What follows belongs to an exercise in optimizing a design on an open flow for a short achievable clock period and few clock cycles; a production flow would make more cautious choices.

==> run Z <==
Design cpu_wrapper, start of the top module:
module cpu_wrapper(
    clk, rst, carry_in,
    imem_addr, imem_data,
    dmem_addr, dmem_we, dmem_wdata, dmem_rdata,
    io_out, halted
    );
    input clk; input rst;
    input carry_in;
    output wire [7:0] imem_addr;
    input wire [7:0] imem_data;
    output wire [7:0] dmem_addr;
    output wire dmem_we;
    output wire [7:0] dmem_wdata;
    input wire [7:0] dmem_rdata;
    output wire [7:0] io_out;
    output wire halted;
    reg [7:0] ia_q;      
    reg [7:0] alt_i;     
    wire [7:0] alt_q = ~alt_i;
    reg       we_q;      
    reg       halt_q;    
    reg       dv_q;      
    reg       ir_v;      
    reg       hz_q;      
    reg [7:0] r0, r1, r2, r3;
    reg       z_q, c_q, n_q;
    reg [7:0] ret_q;
    localparam NE = 2;
    reg [NE-1:0] e_v;                    
    reg [7:0]    e_tag [0:NE-1];
    reg [7:0]    e_tm1 [0:NE-1];         
    reg [7:0]    e_tm2 [0:NE-1];         
    reg [7:0]    e_tgt [0:NE-1];
    reg [NE-1:0] e_ret;                  
    reg [NE-1:0] e_jcc;                  
    reg [NE-1:0] e_t;                    
    reg [0:0]    e_wp;                   
    reg          pq_q;                   
  ...
clock: 6.5 ns
lec_check: 0
abc_clock_period_in_ps: 2200
cap_margin: 20
core_margin: 2
core_utilization: 40
setup_slack_margin: 4.2
slew_margin: 20
standard.sh (not shown) runs the stock make flow with config.mk's settings and CLKGATE_MAP_FILE= SYNTH_SCRIPT=/design/flow/synth_recipe.tcl, a recipe that flattens the netlist after the stock synthesis.
==> flow/flow/run.sh <==
#!/bin/bash
# The standard layout (the standard.sh), with one change: synthesis leaves
# adders as plain gates for abc instead of mapping them onto the library's
# full/half adder cells (ADDER_MAP_FILE empty), which gives faster carry logic.
# Registers are the standard synthesis's: the adder step never touches them.
set -euo pipefail
bash standard.sh ADDER_MAP_FILE= finish > standard_finish.log 2>&1
==> run G (differences from run Z) <==
--- a/flow/design.v
+++ b/flow/design.v
@@ -21,26 +21,26 @@
     reg       we_q;      
     reg       halt_q;    
     reg       dv_q;      
     reg       ir_v;      
     reg       hz_q;      
     reg [7:0] r0, r1, r2, r3;
     reg       z_q, c_q, n_q;
     reg [7:0] ret_q;
-    localparam NE = 2;
+    localparam NE = 8;
     reg [NE-1:0] e_v;                    
     reg [7:0]    e_tag [0:NE-1];
     reg [7:0]    e_tm1 [0:NE-1];         
     reg [7:0]    e_tm2 [0:NE-1];         
     reg [7:0]    e_tgt [0:NE-1];
     reg [NE-1:0] e_ret;                  
     reg [NE-1:0] e_jcc;                  
     reg [NE-1:0] e_t;                    
-    reg [0:0]    e_wp;                   
+    reg [2:0]    e_wp;                   
     reg          pq_q;                   
     reg [7:0] io_q;
     reg       pend_v;    
     reg       io_pend;   
     reg [7:0] ir_q;      
     reg [7:0] opa_i, opb_i;  
     wire [7:0] opa = ~opa_i, opb = ~opb_i;
     reg [7:0] da_q, dw_q;  
@@ -89,17 +89,18 @@
     wire n_wr    = (nir[7:4] == 4'b1010);
     wire n_rd    = (nir[7:4] == 4'b1011);
     wire n_jmp   = (nir[7:3] == 5'b11000);
     wire n_jcc   = (nir[7:3] == 5'b11001);
     wire n_call  = (nir[7:3] == 5'b11010);
     wire n_ret   = (nir[7:3] == 5'b11011);
     wire n_wrio  = (nir[7:4] == 4'b1110);
     wire n_brk   = (nir == 8'hFF);
-    reg  exec, stall;
+    wire exec  = ir_v & ~hz_q & ~k_brk;
+    wire stall = ir_v & (hz_q | k_brk);
     wire [8:0] sa  = {1'b0, opa} + {1'b0, opb} + {8'b0, k_ca};
     wire [8:0] ss  = {1'b0, opa} + {1'b0, ~opb} + {8'b0, k_cs};
     wire       za  = ((opa ^ opb)  == {opa[6:0] | opb[6:0], k_ca});
     wire       zs  = ((opa ^ ~opb) == {opa[6:0] | ~opb[6:0], k_cs});
     wire [7:0] lo_or = {|opa[6:0], |opa[5:0], |opa[4:0], |opa[3:0], |opa[2:0], |opa[1:0], opa[0], 1'b0};
     wire [7:0] negv = opa ^ lo_or;
     wire [7:0] shl  = {opa[6:0], k_fl};
     wire [7:0] shr  = {k_ror ? k_fl : opa[7], opa[7:1]};
@@ -119,17 +120,17 @@
                  (k_shr & (shr == 8'd0)) |
                  (k_neg & (opa == 8'd0));
     wire alu_c = (k_add & sa[8]) |
                  (k_sub & ~ss[8]) |
                  (k_shl & opa[7]) |
                  (k_shr & opa[0]) |
                  (k_neg & ~negv[7] & ~opa[7]);
     wire alu_we = exec & k_alu;
-    reg  [7:0]  ma_o, mb_o;
+    wire [7:0]  ma_o = opa_o, mb_o = opb_o;
     wire [15:0] pp0 = mb_o[0] ? {8'b0, ma_o}       : 16'd0;
     wire [15:0] pp1 = mb_o[1] ? {7'b0, ma_o, 1'b0} : 16'd0;
     wire [15:0] pp2 = mb_o[2] ? {6'b0, ma_o, 2'b0} : 16'd0;
     wire [15:0] pp3 = mb_o[3] ? {5'b0, ma_o, 3'b0} : 16'd0;
     wire [15:0] pp4 = mb_o[4] ? {4'b0, ma_o, 4'b0} : 16'd0;
     wire [15:0] pp5 = mb_o[5] ? {3'b0, ma_o, 5'b0} : 16'd0;
     wire [15:0] pp6 = mb_o[6] ? {2'b0, ma_o, 6'b0} : 16'd0;
     wire [15:0] pp7 = mb_o[7] ? {1'b0, ma_o, 7'b0} : 16'd0;
@@ -142,70 +143,54 @@
     wire [15:0] s4  = s3 ^ c3 ^ c2b,   c4  = ((s3 & c3) | (s3 & c2b) | (c3 & c2b)) << 1;
     wire [15:0] prod = mul_s + mul_c;
     wire cond  = (z_q & ir_q[1]) | (c_q & ir_q[2]) | (n_q & ir_q[0]);
     wire taken = exec & ~k_p & (k_jmp | k_call | (k_jcc & cond));
     wire late_ret = exec & ~k_p & k_ret;
     wire mis_jcc = exec & k_p & k_jcc & (cond != ir_dir);
     wire mis_ret = exec & k_p & k_ret & (ir_oth != ret_q);
     wire mispred = mis_jcc | mis_ret;
-    wire a_nm   = dv_q & ~stall & ~(exec & k_two) & ~late_ret;
-    wire accept = a_nm & ~mispred;
+    wire accept = dv_q & ~stall & ~(exec & k_two) & ~late_ret & ~mispred;
     wire pok    = pq_q & accept;
-    wire recov  = pq_q & ~a_nm;
+    wire recov  = pq_q & ~accept;
     assign imem_addr  = ia_q;
     assign dmem_addr  = da_q;
     assign dmem_wdata = dw_q;
     assign dmem_we    = we_q;
     assign io_out     = io_q;
     assign halted     = halt_q;
     wire       ld_we    = exec & k_ld;
     wire [7:0] pend_val = pend_mul ? prod[7:0] : dmem_rdata;
     wire [3:0] wsel = {fd == 2'd3, fd == 2'd2, fd == 2'd1, fd == 2'd0};
     wire [3:0] psel = {4{pend_v}} & {pend_dst == 2'd3, pend_dst == 2'd2, pend_dst == 2'd1, pend_dst == 2'd0};
     wire [3:0] asel = {4{alu_we}} & wsel;
     wire [3:0] lsel = {4{ld_we}} & wsel;
     wire [7:0] r0_o = lsel[0] ? imem_data : psel[0] ? pend_val : r0;
     wire [7:0] r1_o = lsel[1] ? imem_data : psel[1] ? pend_val : r1;
     wire [7:0] r2_o = lsel[2] ? imem_data : psel[2] ? pend_val : r2;
     wire [7:0] r3_o = lsel[3] ? imem_data : psel[3] ? pend_val : r3;
-    wire [7:0] r0_m = lsel[0] ? imem_data : (psel[0] & ~pend_mul) ? dmem_rdata : r0;
-    wire [7:0] r1_m = lsel[1] ? imem_data : (psel[1] & ~pend_mul) ? dmem_rdata : r1;
-    wire [7:0] r2_m = lsel[2] ? imem_data : (psel[2] & ~pend_mul) ? dmem_rdata : r2;
-    wire [7:0] r3_m = lsel[3] ? imem_data : (psel[3] & ~pend_mul) ? dmem_rdata : r3;
     wire [7:0] r0_n = asel[0] ? alu_y : r0_o;
     wire [7:0] r1_n = asel[1] ? alu_y : r1_o;
     wire [7:0] r2_n = asel[2] ? alu_y : r2_o;
     wire [7:0] r3_n = asel[3] ? alu_y : r3_o;
     assign nir = stall ? ir_q : imem_data;
     always @(*) begin
         case (nir[3:2])
             2'd0: opa_o = r0_o; 2'd1: opa_o = r1_o; 2'd2: opa_o = r2_o; default: opa_o = r3_o;
         endcase
         case (nir[1:0])
             2'd0: opb_o = r0_o; 2'd1: opb_o = r1_o; 2'd2: opb_o = r2_o; default: opb_o = r3_o;
         endcase
-        case (nir[3:2])
-            2'd0: ma_o = r0_m; 2'd1: ma_o = r1_m; 2'd2: ma_o = r2_m; default: ma_o = r3_m;
-        endcase
-        case (nir[1:0])
-            2'd0: mb_o = r0_m; 2'd1: mb_o = r1_m; 2'd2: mb_o = r2_m; default: mb_o = r3_m;
-        endcase
     end
     wire [7:0] opa_n = (alu_we & (fd == nir[3:2])) ? alu_y : opa_o;
     wire [7:0] opb_n = (alu_we & (fd == nir[1:0])) ? alu_y : opb_o;
     wire       pend_v_n = exec & (k_rd | k_mult);
     wire [3:0] pd    = {4{pend_v_n}} & wsel;       
-    wire [3:0] pdm   = pd | asel | ({4{pend_mul}} & psel);
-    wire [3:0] hv    = b_mult ? pdm : pd;
-    wire       q_rdrd = ~b[7] | ~b[6];
-    wire       q_rdrr = ~b[7] | (b[7:5] == 3'b101) | (b[7:4] == 4'b1110);
-    wire       hz_a  = a_nm & ((q_rdrd & hv[b[3:2]]) | (q_rdrr & hv[b[1:0]]) | (exec & k_mult & b_jcc));
-    wire       hzs   = stall & k_mult & pend_v & pend_mul & ((fd == pend_dst) | (ir_q[1:0] == pend_dst));
-    wire       hz_n  = hz_a | hzs;
+    wire       hz_n  = accept & ((b_rdrd & pd[b[3:2]]) | (b_rdrr & pd[b[1:0]]) | (exec & k_mult & b_jcc) |
+                                 (b_mult & alu_we & ((b[3:2] == fd) | (b[1:0] == fd))));
     wire       ir_v_n  = stall ? ir_v : accept;
     wire       brk_n   = stall ? k_brk : b_brk;
     wire       ret_n   = stall ? k_ret : b_ret;
     wire       stall_n = ir_v_n & (hz_n | brk_n);
     wire       lret_n  = ir_v_n & ~hz_n & ~brk_n & ret_n;
     wire [7:0] ipa2    = ipa_q + 8'd2;
     wire [7:0] ret_nq  = (exec & k_call) ? ipa2 : ret_q;
     wire [7:0] alt1 = alt_q + 8'd1;
@@ -240,57 +225,52 @@
     reg  [7:0]    q0_tgt, q1_tgt, q2_tgt;
     reg           q0_ret, q0_jcc, q0_t, q1_ret, q1_jcc, q1_t, q2_ret, q2_jcc, q2_t;
     reg  [2:0]    qsel;      
     wire [NE-1:0] mv    = ({NE{qsel[0]}} & q0_mv) | ({NE{qsel[1]}} & q1_mv) | ({NE{qsel[2]}} & q2_mv);
     wire [7:0]    m_tgt = ({8{qsel[0]}} & q0_tgt) | ({8{qsel[1]}} & q1_tgt) | ({8{qsel[2]}} & q2_tgt);
     wire          m_ret = (qsel[0] & q0_ret) | (qsel[1] & q1_ret) | (qsel[2] & q2_ret);
     wire          m_jcc = (qsel[0] & q0_jcc) | (qsel[1] & q1_jcc) | (qsel[2] & q2_jcc);
     wire          m_t   = (qsel[0] & q0_t)   | (qsel[1] & q1_t)   | (qsel[2] & q2_t);
-    reg  [7:0]    q0_pa, q1_pa, q2_pa;
-    reg           q0_hit, q1_hit, q2_hit;
-    wire       hit     = (qsel[0] & q0_hit) | (qsel[1] & q1_hit) | (qsel[2] & q2_hit);
-    wire [7:0] p_addr  = ({8{qsel[0]}} & q0_pa) | ({8{qsel[1]}} & q1_pa) | ({8{qsel[2]}} & q2_pa);
-    wire [7:0] p_oth   = m_ret ? p_addr : m_t ? alt2 : m_tgt;    
-    wire       hold_n  = (stall & (k_brk | hzs)) | (a_nm & (hz_a | b_brk));
-    wire       sret_n  = a_nm & b_ret & ~pq_q;
+    wire       hit     = |mv;
+    wire [7:0] p_addr  = m_ret ? ret_nq : (m_jcc & ~m_t) ? alt2 : m_tgt;
+    wire [7:0] p_oth   = m_ret ? ret_nq : m_t ? alt2 : m_tgt;
+    wire       hold_n  = (stall & k_brk) | (accept & (hz_n | b_brk));
+    wire       sret_n  = accept & b_ret & ~pq_q;
     wire       redir   = taken | mispred | recov;
     wire [7:0] redir_a = taken ? imem_data : mis_jcc ? ir_oth : mis_ret ? ret_q : pa_q + 8'd1;
     wire       use_p   = hit & ~redir & ~hold_n & ~sret_n;
-    wire [7:0] alt_s   = hold_n ? alt_q : sret_n ? ret_nq : hit ? p_addr : alt1;
-    wire [7:0] alt_n   = taken ? imem_data : mis_jcc ? ir_oth : mis_ret ? ret_q : recov ? pa_q + 8'd1 : alt_s;
+    wire [7:0] alt_n   = redir ? redir_a : hold_n ? alt_q : sret_n ? ret_nq : hit ? p_addr : alt1;
     wire       seq_n   = ~redir & ~hold_n & ~sret_n & ~hit;      
     wire       skip_n  = use_p & m_jcc & ~m_t;                    
     wire       exec_n  = ir_v_n & ~hz_n & ~brk_n;
     wire       wr_n    = stall ? k_wr : b_wr;
     always @(posedge clk or posedge rst) begin
         if (rst) begin
             ia_q <= 8'h00; alt_i <= 8'hFF; we_q <= 1'b0; halt_q <= 1'b0; dv_q <= 1'b0;
-            ir_v <= 1'b0; hz_q <= 1'b0; exec <= 1'b0; stall <= 1'b0;
+            ir_v <= 1'b0; hz_q <= 1'b0;
             r0 <= 8'h00; r1 <= 8'h00; r2 <= 8'h00; r3 <= 8'h00;
             z_q <= 1'b0; c_q <= 1'b0; n_q <= 1'b0;
             ret_q <= 8'h00; io_q <= 8'h00;
             pend_v <= 1'b0; io_pend <= 1'b0;
-            e_v <= {NE{1'b0}}; e_wp <= 1'd0; pq_q <= 1'b0; qsel <= 3'b000;
+            e_v <= {NE{1'b0}}; e_wp <= 3'd0; pq_q <= 1'b0; qsel <= 3'b000;
         end else begin
             ia_q  <= alt_n;
             alt_i <= ~alt_n;
             dv_q  <= stall ? dv_q : ~redir;
             pq_q  <= use_p;
             qsel <= {skip_n, seq_n, ~redir & hold_n};
             we_q  <= exec_n & wr_n;
-            exec  <= exec_n;
-            stall <= stall_n;
             halt_q <= ir_v_n & brk_n & ~(exec & k_wrio);
             ir_v  <= ir_v_n;
             hz_q  <= hz_n;
             if (exec & k_call) ret_q <= ipa2;
             if (exec & ~k_p & (k_jmp | k_call | k_jcc | k_ret)) begin
                 e_v[e_wp] <= 1'b1;
-                e_wp <= e_wp + 1'd1;
+                e_wp <= e_wp + 3'd1;
             end             
             if (alu_we) begin z_q <= alu_z; n_q <= alu_y[7]; end
             else if (pend_v & pend_mul) z_q <= mul_z;
             if (alu_we & k_cwe) c_q <= alu_c;
             else if (pend_v & pend_mul) c_q <= prod[15];
             r0 <= r0_n; r1 <= r1_n; r2 <= r2_n; r3 <= r3_n;
             pend_v  <= pend_v_n;
             io_pend <= exec & k_wrio;
@@ -310,20 +290,16 @@
             ipa_q  <= pa_q;
             ir_oth <= pq_oth;
             ir_dir <= pq_dir;
             ir_mv  <= pq_mv;
         end
         pq_oth <= p_oth;
         pq_dir <= m_t;
         pq_mv  <= mv;
-        q0_hit <= |l0_mv; q1_hit <= |l1_mv; q2_hit <= |l2_mv;
-        q0_pa <= l0_ret ? ret_nq : (l0_jcc & ~l0_t) ? alt2 : l0_tgt;
-        q1_pa <= l1_ret ? ret_nq : (l1_jcc & ~l1_t) ? alt_q + 8'd3 : l1_tgt;
-        q2_pa <= l2_ret ? ret_nq : (l2_jcc & ~l2_t) ? alt_q + 8'd4 : l2_tgt;
         q0_mv <= l0_mv; q0_tgt <= l0_tgt; q0_ret <= l0_ret; q0_jcc <= l0_jcc; q0_t <= l0_t;
         q1_mv <= l1_mv; q1_tgt <= l1_tgt; q1_ret <= l1_ret; q1_jcc <= l1_jcc; q1_t <= l1_t;
         q2_mv <= l2_mv; q2_tgt <= l2_tgt; q2_ret <= l2_ret; q2_jcc <= l2_jcc; q2_t <= l2_t;
         k_p     <= stall ? k_p : pok;
         if (exec & ~k_p & (k_jmp | k_call | k_jcc | k_ret)) begin
             e_tag[e_wp] <= ipa_q;
             e_tm1[e_wp] <= ipa_q - 8'd1;
             e_tm2[e_wp] <= ipa_q - 8'd2;
==> run B (differences from run Z) <==
--- a/flow/design.v
+++ b/flow/design.v
@@ -189,21 +189,19 @@
         case (nir[1:0])
             2'd0: mb_o = r0_m; 2'd1: mb_o = r1_m; 2'd2: mb_o = r2_m; default: mb_o = r3_m;
         endcase
     end
     wire [7:0] opa_n = (alu_we & (fd == nir[3:2])) ? alu_y : opa_o;
     wire [7:0] opb_n = (alu_we & (fd == nir[1:0])) ? alu_y : opb_o;
     wire       pend_v_n = exec & (k_rd | k_mult);
     wire [3:0] pd    = {4{pend_v_n}} & wsel;       
-    wire [3:0] pdm   = pd | asel | ({4{pend_mul}} & psel);
-    wire [3:0] hv    = b_mult ? pdm : pd;
-    wire       q_rdrd = ~b[7] | ~b[6];
-    wire       q_rdrr = ~b[7] | (b[7:5] == 3'b101) | (b[7:4] == 4'b1110);
-    wire       hz_a  = a_nm & ((q_rdrd & hv[b[3:2]]) | (q_rdrr & hv[b[1:0]]) | (exec & k_mult & b_jcc));
+    wire       hz_a  = a_nm & ((b_rdrd & pd[b[3:2]]) | (b_rdrr & pd[b[1:0]]) | (exec & k_mult & b_jcc) |
+                                 (b_mult & alu_we & ((b[3:2] == fd) | (b[1:0] == fd))) |
+                                 (b_mult & pend_v & pend_mul & ((b[3:2] == pend_dst) | (b[1:0] == pend_dst))));
     wire       hzs   = stall & k_mult & pend_v & pend_mul & ((fd == pend_dst) | (ir_q[1:0] == pend_dst));
     wire       hz_n  = hz_a | hzs;
     wire       ir_v_n  = stall ? ir_v : accept;
     wire       brk_n   = stall ? k_brk : b_brk;
     wire       ret_n   = stall ? k_ret : b_ret;
     wire       stall_n = ir_v_n & (hz_n | brk_n);
     wire       lret_n  = ir_v_n & ~hz_n & ~brk_n & ret_n;
     wire [7:0] ipa2    = ipa_q + 8'd2;
==> flow_summary.toml <==
[run_status]
outcome = "complete, no violations"

[power_and_ir_drop]
powerSeq_mw = 4.51
peakVddDrop_v = 0.000298

[yosys]
synth_mux_area_frac = 0.0620
yosys.area.top_type = "dfxtp_1"
synth_fp_nets = 2301

[setup_path]
cp.arrival_ns = 3.53

[layout]
syn_to_final_growth_pct = 38.5
Source of the figures above: run Z

==> flow_summary.toml <==
[power_and_ir_drop]
powerSeq_mw = 6.03
peakVddDrop_v = 0.000330

[layout]
syn_to_final_growth_pct = 35.4

[setup_path]
cp.arrival_ns = 3.48

[yosys]
synth_mux_area_frac = 0.0515
yosys.area.top_type = "edfxtp_1"
synth_fp_nets = 2594

[run_status]
outcome = "complete, no violations"
Source of the figures above: run G

==> flow_summary.toml <==
[yosys]
yosys.area.top_type = "dfxtp_1"
synth_fp_nets = 2265
synth_mux_area_frac = 0.0545
synth_top_family_by_area = "compound AO/OA/AOI/OAI gates"

[run_status]
outcome = "complete, no violations"

[power_and_ir_drop]
peakVddDrop_v = 0.000300
p_int_mw = 8.05
p_leak_nw = 11.2
maxPowerGroup = "combinational logic"
powerSeq_mw = 4.28

[sta]
fin_worst_skew_ns = 0.0260

[drt]
first_pass_iters = 5

[layout]
clock_buffers = 71
syn_to_final_growth_pct = 37.7

[setup_path]
cp.arrival_ns = 3.23
Source of the figures above: run B

No functional check of the RTL was part of any run of this note.

## re-timing with driven ports
Ports are ideal in the flow. The routed layouts listed here were re-timed in OpenROAD. Step 1, drivers: a clkbuf_16 drives clk and a buf_2 each remaining input, both assumed. Step 2 moves the port delays by t, midway between the first and last clock arrival at a register: inputs arrive t later, outputs are due t later. That takes back most of the time a late clock gives input paths. a / b / c = ideal ports / drivers / drivers and shift; a / b = the first two.
run | t (ns) | setup slack, ns | worst hold slack (ns) | worst setup path at the end
run Z | 0.655 | 3.443 / 3.467 / 2.812 | 0.330 / 0.330 / 0.330 | input to register
run G | 0.683 | 3.562 / 3.562 / 2.991 | 0.343 / 0.343 / 0.343 | input to register
run B | 0.643 | 3.787 / 3.813 / 3.170 | 0.327 / 0.327 / 0.327 | input to register
After both steps setup and hold are still met in every run listed. For run Z, which loses most, drivers alone change the setup slack by +0.024 ns; drivers and shift together by -0.631 ns.
